Background: an optimization exercise with open tools, aiming at small area. Do not read the settings as production practice.
Only simulation tests tie the RTL to the original design; equivalence was not proved.
No activity file was given, so power comes from the tool's default toggle rates.

`config.mk`:
```
export PLATFORM = sky130hd
export DESIGN_NAME = tx_test
export DESIGN_NICKNAME = tx_test
export VERILOG_FILES = /design/flow/design.v
export SDC_FILE = /design/flow/constraint.sdc
export NUM_CORES = 4
export LEC_CHECK = 0
export CAP_MARGIN = 35
export CORE_MARGIN = 2
export CORE_UTILIZATION = 35
export PLACE_DENSITY = 0.55
export SLEW_MARGIN = 35
```
`constraint.sdc`:
```
create_clock -name core_clock -period 25.0 [get_ports {clk}]
set_input_delay 5.0000 -clock core_clock [delete_from_list [all_inputs] [get_ports {clk}]]
set_output_delay 5.0000 -clock core_clock [all_outputs]
set_load 0.01 [all_outputs]
```
`design.v`:
```
module tx_test(en,clk,future_node,jreset,i_fault,p_block,b_drop,send_msg_fim,send_msg_bpm,send_msg_bdm,su,tx,reset);
input en;
input reset;
input send_msg_fim,send_msg_bpm,send_msg_bdm;
input clk;
input [1:0] su;
input [4:0] future_node;
input jreset;
input i_fault;
input p_block;
input b_drop;
output reg tx;
reg [5:0] a;
reg fim, bdm, bpm;   
reg [3:0] j;         
reg [3:0] s;         
reg [8:0] c;         
wire idle = (s == 4'd1);
wire term = (c == 9'd182);    
reg isF, isP;
always @* begin
	isF = 1'b0; isP = 1'b0;
	case (future_node)
	5'd2, 5'd4, 5'd6, 5'd12, 5'd15, 5'd16, 5'd18, 5'd24, 5'd27, 5'd28: isF = 1'b1;
	5'd10, 5'd11, 5'd22, 5'd23: isP = 1'b1;
	default: ;
	endcase
end
wire n2 = future_node == 5'd2, n4 = future_node == 5'd4, n6 = future_node == 5'd6;
wire n12 = future_node == 5'd12, n15 = future_node == 5'd15, n16 = future_node == 5'd16;
wire n18 = future_node == 5'd18, n24 = future_node == 5'd24, n27 = future_node == 5'd27;
wire n28 = future_node == 5'd28;
wire n10 = future_node == 5'd10, n11 = future_node == 5'd11, n22 = future_node == 5'd22;
wire [7:0] ch4 = (n2 | n4 | n6) ? "C" : (n24 | n27 | n28) ? "E" : "R";
wire [7:0] ch7 = (n2 | n18 | n28) ? "1" : (n4 | n16 | n27) ? "2" : n12 ? "4" : "3";
wire [7:0] ch8 = n10 ? "2" : n11 ? "4" : n22 ? "1" : "3";
wire [7:0] chn = {5'b00110, su[1] & su[0], su[1] ^ su[0], ~su[0]};
wire [3:0] jj = jreset ? 4'd0 : j;
reg [7:0] an;
reg ld, clr, sfim, sbdm, sbpm;
always @* begin
	an = 8'h00; ld = 1'b0; clr = 1'b0;
	sfim = 1'b0; sbdm = 1'b0; sbpm = 1'b0;
	if (isF) begin
		case (jj)
		4'd0: if (send_msg_fim) begin an = "F"; ld = 1'b1; sfim = 1'b1; end
		      else if (send_msg_bdm) begin an = "B"; ld = 1'b1; sbdm = 1'b1; end
		4'd1: if (fim) begin an = "I"; ld = 1'b1; end
		      else if (bdm) begin an = "D"; ld = 1'b1; end
		4'd2: begin an = "M"; ld = fim | bdm; end
		4'd3: begin an = "-"; ld = fim | bdm; end
		4'd4: begin an = ch4; ld = fim | bdm; end
		4'd5: begin an = "S"; ld = fim | bdm; end
		4'd6: begin an = "U"; ld = fim | bdm; end
		4'd7: begin an = ch7; ld = fim | bdm; end
		4'd8: begin an = "-"; ld = fim | bdm; end
		4'd9: if (fim) begin an = "#"; ld = 1'b1; end
		      else if (bdm) begin an = "B"; ld = 1'b1; end
		4'd10: if (fim) clr = 1'b1;
		       else if (bdm) begin an = chn; ld = 1'b1; end
		4'd11: begin an = "-"; ld = bdm; end
		4'd12: begin an = "#"; ld = bdm; end
		4'd13: clr = bdm;
		default: ;
		endcase
	end
	if (isP) begin
		case (jj)
		4'd0: begin an = "B"; ld = send_msg_bpm; sbpm = send_msg_bpm; end
		4'd1: begin an = "P"; ld = bpm; end
		4'd2: begin an = "M"; ld = bpm; end
		4'd3: begin an = "-"; ld = bpm; end
		4'd4: begin an = "S"; ld = bpm; end
		4'd5: begin an = "U"; ld = bpm; end
		4'd6: begin an = "-"; ld = bpm; end
		4'd7: begin an = "B"; ld = bpm; end
		4'd8: begin an = ch8; ld = bpm; end
		4'd9: begin an = "-"; ld = bpm; end
		4'd10: begin an = "#"; ld = bpm; end
		4'd11: clr = bpm;
		default: ;
		endcase
	end
end
wire fim_n = ~clr & (fim | sfim);
wire bdm_n = ~clr & (bdm | sbdm);
wire bpm_n = ~clr & (bpm | sbpm);
wire go = fim_n | bdm_n | bpm_n;
wire jall = &jj;
wire [3:0] jinc = {jj[3] | (jj[2] & jj[1] & jj[0]), (jj[2] ^ (jj[1] & jj[0])) | jall,
	(jj[1] ^ jj[0]) | jall, ~jj[0] | jall};
wire [3:0] snext = {s[3] ^ (s[2] & s[1] & s[0]), s[2] ^ (s[1] & s[0]), s[1] ^ s[0], ~s[0]};
wire [7:0] af = {1'b0, a[5], ~a[5], a[4:0]};
wire txn = s[3] ? af[s[2:0]] : (s != 4'd7);
always @(posedge clk) begin
	if (reset) begin
		tx <= 1'b1;
		s <= 4'd1;
		j <= 4'd0;
		fim <= 1'b0; bdm <= 1'b0; bpm <= 1'b0;
	end else begin
		tx <= txn;
		fim <= fim_n; bdm <= bdm_n; bpm <= bpm_n;
		if (idle) begin
			if (go) s <= 4'd7;
		end else if (term) s <= snext;
		if (term && s == 4'd0) j <= jinc;
		else j <= jj;
	end
	if (ld) a <= {an[6], an[4:0]};
	if (idle | term) c <= 9'd0;
	else c <= {c[7:0], ~(c[8] ^ c[4])};
end
endmodule
```
`run.sh`:
```
#!/bin/bash
# synth_recipe.tcl (not shown) runs the flow's synth.tcl, then flattens the netlist and writes it again
# the make line also repeats each setting of config.mk as NAME=value (left out here)
make -C /OpenROAD-flow-scripts/flow DESIGN_CONFIG=/design/flow/config.mk WORK_HOME=/design/flow/orfs CLKGATE_MAP_FILE= SYNTH_SCRIPT=/design/flow/synth_recipe.tcl finish
```
==> results.txt <==
DRT Wirelength 4.72 mm; Worst setup EP type flip-flop; CP max stage cell o22ai_1; critical path required time 24.92 ns; Syn Inst Count 248; I/O Buffers 13; cells taking the most area after synthesis dfxtp_1, edfxtp_1, o21ai_0; run status finished clean; Place WS 17.22 ns; Worst-path clk slew 0.09 ns; total power draw 0.117 mW; Top Ports 18; worst ir drop on vdd 0.0244 mV; pin count of the biggest net entering global routing 30; Clock Path Buffers 2; CTS Buf Count 3; vias in the first global route 1,580; CP Capture Point a[0]$_DFFE_PP_; reg2reg setup slack 22.46 ns; Initial Utilization 35.8%; crit-path cells clkdlybuf4s50_1 > inv_1 > ha_1 > mux2_4 > o211ai_2 > o31ai_2 > inv_1 > o21ai_1 > o22ai_1; setup TNS 0 ns; worst path buffer plus inverter count 3; antenna violations before repair 0; Detailed Place HPWL 3.54 mm; routed vias/inst 5.59; maxcap violations 0; detail-routed net length per standard cell 14.6 um; final worst path period need 7.46 ns; Synth area leader dfxtp_1; ANT cells 0; Max stage delay on crit path 0.57 ns; Crit path depth 9; GRT overflow 0; top_reg_cell synth dfxtp_1; R2R Path Start j[3]$_SDFF_PP0_; Final Hold Fails 0; Leak 0.774 nW; fin area 2240 um2; register area share after synthesis 28.6%; most used cell, CP inv_1; first-pass GRT wire length 7.75 mm; Slew HR 52.1%; Clock Latency Late Sink 0.27 ns; DR iter-0 viols 74; fraction of layout cells with a size suffix above 1 10.8%; post-cts resize count 0; hold_buf cts 0; row count 28; fin crit share 29.9%; f_max 134 MHz; Num Clock Sinks 27; DRC viols 0; EDFF count, synth 6; Syn-to-layout area delta 7.04%; Startpoint Class input pin; Post-DP Area 2200 um2; Post-synth top cells o21ai_0, dfxtp_1, nor2_1, inv_1, nand2_1; Max Transition Viols Final 0; CTS H-tree lvls 1; worst-margin pin slew 0.718 ns; Die X-Extent 81.4 um; CTS root buffer clkbuf_8; RSZ-0062 raised after global routing no; Yosys cell types 70; syn nets 273; count leader, synth o21ai_0; crit-path max FO 7; GPL Wtd Cong 0.897; Via Count 1,810; Worst Hold Slack 0.453 ns; Final setup viols 0; Core Box Area 5850 um2; CTS tree done; Post-Syn Area 2100 um2; Final nets 275; GRT Overall Usage 14.9%; crit path from future_node[1]; die area 6630 um2; R2R Path End a[0]$_DFFE_PP_; #FFs+latches synth 27; post-synthesis area per instance 8.46 um2; top cell type's share of synthesized area 20.0%; setup ws final 17.54 ns; chip height 81.4 um; CP Class input pin to flip-flop; postcts setup bufs 0; Routed Antenna Nets 0; Synth Warn # 1; Hold Path Class flip-flop to flip-flop; Worst Skew 0.00613 ns; worst path arrival time 7.38 ns; ys async rst share 0%; Power Density 52.0 nW/um2; first drt pass iteration count 4; Crit path max-delay family compound AO/OA/AOI/OAI gates; R2R cell count 5
[cell usage in the layout (no fill, tap or decap), drive strengths merged, types with 2 or more instances in the layout]
cell type | Yosys | final
or3b | 2 | 2
nand2 | 15 | 15
and4 | 2 | 2
ha | 8 | 8
nand3 | 4 | 4
nor3b | 3 | 3
or2 | 2 | 2
o21ba | 2 | 2
a31oi | 7 | 7
o2111a | 2 | 2
clkdlybuf4s50 | 0 | 13
nor2b | 4 | 4
or4 | 2 | 2
clkbuf | 7 | 3
dfxtp | 21 | 21
o21bai | 2 | 2
o21ai | 26 | 26
o211a | 2 | 2
nor2 | 22 | 22
o211ai | 2 | 2
and2 | 10 | 10
nor4 | 5 | 5
inv | 15 | 15
a311oi | 2 | 2
or3 | 2 | 2
a21oi | 9 | 9
o31ai | 2 | 2
o221ai | 2 | 2
o22ai | 4 | 4
nand4 | 6 | 6
nor3 | 7 | 7
xnor2 | 2 | 2
nand2b | 6 | 6
mux2i | 5 | 5
edfxtp | 6 | 6
nor4b | 2 | 2
nand4b | 2 | 2
o32a | 2 | 2
[stage by stage]
stage / instances / util [%]
2_1_floorplan: 248 / -
3_3_place_gp: 320 / 37.5
3_5_place_dp: 320 / 37.5
4_1_cts: 324 / 38.4
5_1_grt: 324 / 38.4
6_report: 324 / 38.4
[how the worst min path moves through the flow]
stage,startpoint,end,slack (ns),depth (start not counted)
after floorplan,c[1]$_SDFF_PP0_,c[2]$_SDFF_PP0_,0.42,1
after global placement,c[3]$_SDFF_PP0_,c[4]$_SDFF_PP0_,0.43,1
after detailed placement,c[3]$_SDFF_PP0_,c[4]$_SDFF_PP0_,0.44,1
after CTS,c[3]$_SDFF_PP0_,c[4]$_SDFF_PP0_,0.46,1
after global routing,c[3]$_SDFF_PP0_,c[4]$_SDFF_PP0_,0.47,1
final,c[3]$_SDFF_PP0_,c[4]$_SDFF_PP0_,0.45,1
[flip-flops by register name (all words and copies together) (netlist names)]
signal / cells
c: 9
a: 6
j: 4
s: 4
bdm: 1
bpm: 1
fim: 1
tx: 1
[power by group]
group	internal, mW	switching (mW)
Sequential	0.0512	0.00478
Combinational	0.0163	0.0197
Clock	0.0113	0.0135
[layer usage]
layer  track usage, %  wire length, um  vias up
met1             21.1             2310      843
met5                0                0        -
li1                 -                -      926
met4             2.37               24        0
met2             24.3             2240       39
met3             2.44              155        2
[logic make-up (layout without fill, tap and decap cells)]
| logic type | Yosys count | in the layout | synth area share (%) |
|---|---|---|---|
| buffers and inverters | 32 | 33 | 9.01 |
| XOR/XNOR | 3 | 3 | 1.25 |
| AND/OR/NAND/NOR | 99 | 99 | 27.8 |
| multiplexers | 7 | 7 | 4.18 |
| flip-flops | 27 | 27 | 28.6 |
| adder cells (fa/ha/maj) | 8 | 8 | 4.77 |
| AO/OA/AOI/OAI | 72 | 72 | 24.3 |
[layout make-up]
type                    instances  area (um2)
clock buffers                   3        41.3
multi-input cells             189        1310
clock inverters                 1        7.51
inverters                      15        56.3
well taps                      75        93.8
fillers                       609        3610
flip-flops and latches         27         601
repair buffers                 14         138

==> what the ideal ports hide <==
Ports are ideal in the flow. The routed layout listed here was re-timed in OpenROAD.
Step 1: set_driving_cell puts a clkbuf_16 on clk and a buf_2 on each other input, an assumption about the parent block.
Step 2 adds t to the input delays and takes it off the output delays; t is the mean of the earliest and latest rising clock arrival at the registers after step 1. Input paths then give back, and output paths get back, about the clock's delay inside the block.
a / b / c = ideal / step 1 / step 2; a / b = the first two.
t, ns: 0.294
slack for setup (ns): 17.537 / 17.540 / 17.246
cell pins on the clock port's net: 1
After both steps setup and hold are still met in this run. For this run, drivers alone change the setup slack by +0.003 ns; drivers and shift together by -0.291 ns.
